This design comes from an exercise in tuning for small area on the open sky130 flow, not from production work.
Only simulation tests tie the RTL to the original design; equivalence was not proved.
Power figures rest on the tool's default switching activity, not on a simulated workload.

Setup of wip/fjord:
==> flow/design.v <==
module freq_counter(
    input clk,
    input rst,
    input we,
    input start_pipe,
    input start_pipe_n,         
    input [14:0] sel,           
    input [22:0] maxp,
    input [20:0] minq,          
    input cmax,
    input cmin,
    output reg [464:0] freq_cnts
    );
    reg  [30:0] freq_bins [0:14];
    reg  [30:0] cur;
    integer i;
    wire [23:0] x = {1'b0, maxp};
    wire [23:0] y = {3'd0, minq};
    wire [23:0] s = cur[23:0] ^ x ^ y;
    wire [23:0] c = {(cur[22:0] & x[22:0]) | (cur[22:0] & y[22:0]) | (x[22:0] & y[22:0]), cmin};
    wire [23:0] gg = s & c;
    wire [23:0] pp = s ^ c;
    wire [23:0] G0 = {gg[23:1], gg[0] | (pp[0] & cmax)}, P0 = pp;
    wire [23:0] G1, P1, G2, P2, G3, P3, G4, P4, G5, P5;
    genvar t;
    generate
        for (t = 0; t < 24; t = t + 1) begin : up1
            if (t % 2 == 1) begin : n
                assign G1[t] = G0[t] | (P0[t] & G0[t-1]);
                assign P1[t] = P0[t] & P0[t-1];
            end else begin : k
                assign G1[t] = G0[t];
                assign P1[t] = P0[t];
            end
        end
        for (t = 0; t < 24; t = t + 1) begin : up2
            if (t % 4 == 3) begin : n
                assign G2[t] = G1[t] | (P1[t] & G1[t-2]);
                assign P2[t] = P1[t] & P1[t-2];
            end else begin : k
                assign G2[t] = G1[t];
                assign P2[t] = P1[t];
            end
        end
        for (t = 0; t < 24; t = t + 1) begin : up3
            if (t % 8 == 7) begin : n
                assign G3[t] = G2[t] | (P2[t] & G2[t-4]);
                assign P3[t] = P2[t] & P2[t-4];
            end else begin : k
                assign G3[t] = G2[t];
                assign P3[t] = P2[t];
            end
        end
        for (t = 0; t < 24; t = t + 1) begin : up4
            if (t == 15) begin : n
                assign G4[t] = G3[t] | (P3[t] & G3[t-8]);
                assign P4[t] = P3[t] & P3[t-8];
            end else if (t == 23) begin : m
                assign G4[t] = G3[t] | (P3[t] & G3[t-8]);
                assign P4[t] = P3[t] & P3[t-8];
            end else begin : k
                assign G4[t] = G3[t];
                assign P4[t] = P3[t];
            end
        end
    endgenerate
    wire [23:0] GP, PP;
    generate
        for (t = 0; t < 24; t = t + 1) begin : dn
            if (t == 0 || t == 1 || t == 3 || t == 7 || t == 15) begin : root
                assign GP[t] = (t == 0) ? G0[0] : (t == 1) ? G1[1] : (t == 3) ? G2[3] : (t == 7) ? G3[7] : G4[15];
                assign PP[t] = (t == 0) ? P0[0] : (t == 1) ? P1[1] : (t == 3) ? P2[3] : (t == 7) ? P3[7] : P4[15];
            end else if (t == 23) begin : top
                assign GP[t] = G4[23] | (P4[23] & GP[15]);
                assign PP[t] = P4[23] & PP[15];
            end else if (t % 8 == 7) begin : s8
                assign GP[t] = G3[t] | (P3[t] & GP[t-8]);
                assign PP[t] = P3[t] & PP[t-8];
            end else if (t % 4 == 3) begin : s4
                assign GP[t] = G2[t] | (P2[t] & GP[t-4]);
                assign PP[t] = P2[t] & PP[t-4];
            end else if (t % 2 == 1) begin : s2
                assign GP[t] = G1[t] | (P1[t] & GP[t-2]);
                assign PP[t] = P1[t] & PP[t-2];
            end else begin : s1
                assign GP[t] = G0[t] | (P0[t] & GP[t-1]);
                assign PP[t] = P0[t] & PP[t-1];
            end
        end
    endgenerate
    wire [24:0] kk = {GP, cmax};
    wire        k24 = kk[24];
    wire [30:0] sum;
    wire [6:0]  pre;
    genvar g;
    assign sum[23:0] = pp ^ kk[23:0];
    assign pre[0] = 1'b1;
    generate
        for (g = 1; g < 7; g = g + 1) begin : inc
            assign pre[g] = pre[g-1] & cur[23+g];
        end
    endgenerate
    assign sum[30:24] = cur[30:24] ^ ({7{k24}} & pre);
    wire        go   = we & ~start_pipe & ~rst;
    wire        keep = ~start_pipe & ~rst;
    wire [14:0] wr   = sel & {15{go}};
    wire [14:0] hold = ~(sel & {15{we}}) & {15{keep}};
    wire        load = start_pipe & ~rst;
    wire        stay = start_pipe_n & ~rst;
    always @(*) begin
        cur = 31'd0;
        for (i = 0; i < 15; i = i + 1)
            cur = cur | (freq_bins[i] & {31{sel[i]}});
    end
    always @(posedge clk) begin
        for (i = 0; i < 15; i = i + 1) begin
            freq_bins[i] <= (sum & {31{wr[i]}}) | (freq_bins[i] & {31{hold[i]}});
            freq_cnts[31 * i +: 31] <= (freq_bins[i] & {31{load}})
                                     | (freq_cnts[31 * i +: 31] & {31{stay}});
        end
    end
endmodule
module spectrum_bins(
    input         clk,
    input         rst,
    input         in_valid,         
    input         in_last,          
    input  [23:0] in_re,            
    input  [23:0] in_im,            
    output [464:0] freq_cnts        
    );
    reg  [3:0]  bin_no;
    reg  [6:0]  offset;
    reg         start_pipe;
    reg         start_pipe_n;
    wire        bin_end = (bin_no == 4'd14) ? (offset == 7'd71) : (offset == 7'd67);
    wire [14:0] sel;
    always @(posedge clk) begin
        if (rst) begin
            bin_no <= 4'd0;
            offset <= 7'd0;
            start_pipe <= 1'b0;
            start_pipe_n <= 1'b1;
        end else begin
            start_pipe <= in_last;
            start_pipe_n <= ~in_last;
            if (in_last) begin
                bin_no <= 4'd0;
                offset <= 7'd0;
            end else if (in_valid) begin
                if (bin_end) begin
                    offset <= 7'd0;
                    bin_no <= (bin_no == 4'd14) ? 4'd0 : bin_no + 4'd1;
                end else begin
                    offset <= offset + 7'd1;
                end
            end
        end
    end
    genvar g;
    generate
        for (g = 0; g < 15; g = g + 1) begin : dec
            assign sel[g] = (bin_no == g);
        end
    endgenerate
    wire        na = in_re[23];
    wire        nb = in_im[23];
    wire        za = na & ~|in_re[22:0];
    wire        zb = nb & ~|in_im[22:0];
    wire [22:0] ap = in_re[22:0] ^ {23{na}};
    wire [22:0] bp = in_im[22:0] ^ {23{nb}};
    wire        a_ge = nb ? (ap > bp) : (ap >= bp);
    wire        a_big = ~za & (zb | a_ge);
    wire        ta = a_big;
    wire        tb = ~a_big & ~zb;
    wire        ua = a_big & ~zb;
    wire        ub = ~a_big & ~za;
    wire [22:0] maxp = ({23{ta}} & ap) | ({23{tb}} & bp);
    wire [22:0] minp = ({23{ua}} & bp) | ({23{ub}} & ap);
    wire        smax = (ta & na) | (tb & nb);
    wire        smin = (ua & nb) | (ub & na);
    wire        cmin = smin & minp[1] & minp[0];
    freq_counter fft_pt2 (clk, rst, in_valid, start_pipe, start_pipe_n, sel,
                          maxp, minp[22:2], smax, cmin, freq_cnts);
endmodule
==> flow/config.mk <==
export PLATFORM = sky130hd
export DESIGN_NAME = spectrum_bins
export DESIGN_NICKNAME = spectrum_bins
export VERILOG_FILES = /design/flow/design.v
export SDC_FILE = /design/flow/constraint.sdc
export NUM_CORES = 4
export LEC_CHECK = 0
export CAP_MARGIN = 20
export CORE_MARGIN = 2
export CORE_UTILIZATION = 60
export SLEW_MARGIN = 20
==> flow/constraint.sdc <==
create_clock -name core_clock -period 12.0 [get_ports {clk}]
set_input_delay 2.4000 -clock core_clock [delete_from_list [all_inputs] [get_ports {clk}]]
set_output_delay 2.4000 -clock core_clock [all_outputs]
set_load 0.01 [all_outputs]
standard.sh (not shown) runs the stock make flow with config.mk's settings and CLKGATE_MAP_FILE= SYNTH_SCRIPT=/design/flow/synth_recipe.tcl, a recipe that flattens the netlist after the stock synthesis.
==> flow/flow/run.sh <==
#!/bin/bash
# Standard ORFS layout (the standard.sh), with the port buffers taken as
# the smallest buffer cell, and clock tree synthesis with clkbuf_8, sink clusters
# of at most 14 and no dummy loads.
set -euo pipefail
export BUFFER_PORTS_ARGS="-buffer_cell sky130_fd_sc_hd__buf_1"
export CTS_ARGS="-sink_clustering_enable -repair_clock_nets -dont_use_dummy_load -buf_list sky130_fd_sc_hd__clkbuf_8 -sink_clustering_size 14 -sink_clustering_max_diameter 60"
bash standard.sh > standard_flow.log 2>&1
wip/fjord: flow completed, timing, DRC and antenna clean
> inputs changed (wip/fjord -> wip/ember)
- swapping 60 for 50 in CORE_UTILIZATION
[summary]
- wip/ember went all the way through the flow, and no timing, DRC or antenna check failed.
- Looking at total met3 wirelength after detailed routing, wip/ember sits below wip/fjord.
- In the reports for wip/fjord and wip/ember, the larger worst-case setup margin in the final layout belongs to wip/fjord.
- Final non-filler cell area in wip/ember vs wip/fjord: up 200 µm²
- wip/ember vs wip/fjord — global-route usage dropped 5.2 points.
- Maximum frequency: wip/ember worse than wip/fjord

== run a ==
spectrum_bins, a different RTL version from the one above (not shown whole).
Size: roughly 3,200 cells after synthesis, about 520 I/O pins.
export LEC_CHECK = 0
export CAP_MARGIN = 20
export CORE_MARGIN = 2
export CORE_UTILIZATION = 50
export SLEW_MARGIN = 20
create_clock -name core_clock -period 12.0 [get_ports {clk}]
==> flow/flow/run.sh <==
#!/bin/bash
# Standard ORFS layout (the standard.sh), with the port buffers taken as
# the smallest buffer cell, and clock tree synthesis with clkbuf_8, sink clusters
# of at most 16 and no dummy loads.
set -euo pipefail
export BUFFER_PORTS_ARGS="-buffer_cell sky130_fd_sc_hd__buf_1"
export CTS_ARGS="-sink_clustering_enable -repair_clock_nets -dont_use_dummy_load -buf_list sky130_fd_sc_hd__clkbuf_8 -sink_clustering_size 16 -sink_clustering_max_diameter 45"
bash standard.sh > standard_flow.log 2>&1
Edits applied to the flow inputs when going from run a to run b:
==> flow/flow/run.sh <==
#!/bin/bash
# Standard ORFS layout (the standard.sh), with the port buffers taken as
# the smallest buffer cell, and clock tree synthesis with clkbuf_16, sink clusters
# of at most 24 and no dummy loads.
set -euo pipefail
export BUFFER_PORTS_ARGS="-buffer_cell sky130_fd_sc_hd__buf_1"
export CTS_ARGS="-sink_clustering_enable -repair_clock_nets -dont_use_dummy_load -buf_list sky130_fd_sc_hd__clkbuf_16 -sink_clustering_size 24 -sink_clustering_max_diameter 60"
bash standard.sh > standard_flow.log 2>&1
## What came out
- Clock period minus worst slack: higher on run b
- There was hardly any difference in required time at the worst-slack endpoint between run b and run a.
- The end point of the critical path comes out fft_pt2.freq_bins[8][25]$_DFF_P_ in one run and fft_pt2.freq_bins[12][23]$_DFF_P_ in the other, namely in run b and run a respectively.
- Post-route standard cell area excluding fillers (run b vs. run a) decreases slightly
- After synthesis and placement, the instance count of run b is below that of run a.
- Run a -> run b: met2 layer wire length in the routed design decreased slightly
- | maximum resistive drop on vdd | higher: run a |
- Of run b and run a, run a shows the higher overall power of the completed layout, with run b below it.

port drivers added, routing unchanged:
The results above use ideal ports. As a check the final layouts listed here were re-extracted and re-timed, cells and wires unchanged. Step 1, drivers: a clkbuf_16 drives clk and a buf_2 each remaining input, both assumed. Step 2 times the ports against the registers' clock, not the clock port: input delays grow and output delays shrink by t, the midpoint of the rising clock arrivals with the driver on. Slacks: ideal ports / drivers / drivers and shift; pairs: ideal ports / drivers.
| run | t (ns) | setup slack, ns | worst hold slack (ns) | latest minus earliest clock arrival (ns) | worst slew at a driven data input, ns |
|---|---|---|---|---|---|
| wip/fjord | 0.734 | 2.680 / 2.719 / 1.985 | 0.477 / 0.477 / 0.477 | 0.087 / 0.086 | 0.04 |
| wip/ember | 0.756 | 2.607 / 2.653 / 1.897 | 0.457 / 0.457 / 0.457 | 0.074 / 0.074 | 0.04 |
| run a | 0.767 | 2.614 / 2.658 / 1.891 | 0.445 / 0.445 / 0.445 | 0.150 / 0.150 | 0.04 |
| run b | 0.687 | 2.556 / 2.602 / 1.915 | 0.470 / 0.470 / 0.470 | 0.096 / 0.096 | 0.04 |
After both steps every run listed still meets setup and hold. The setup slack of run a, which loses most, moves by +0.044 ns with the drivers and by -0.723 ns with both steps.
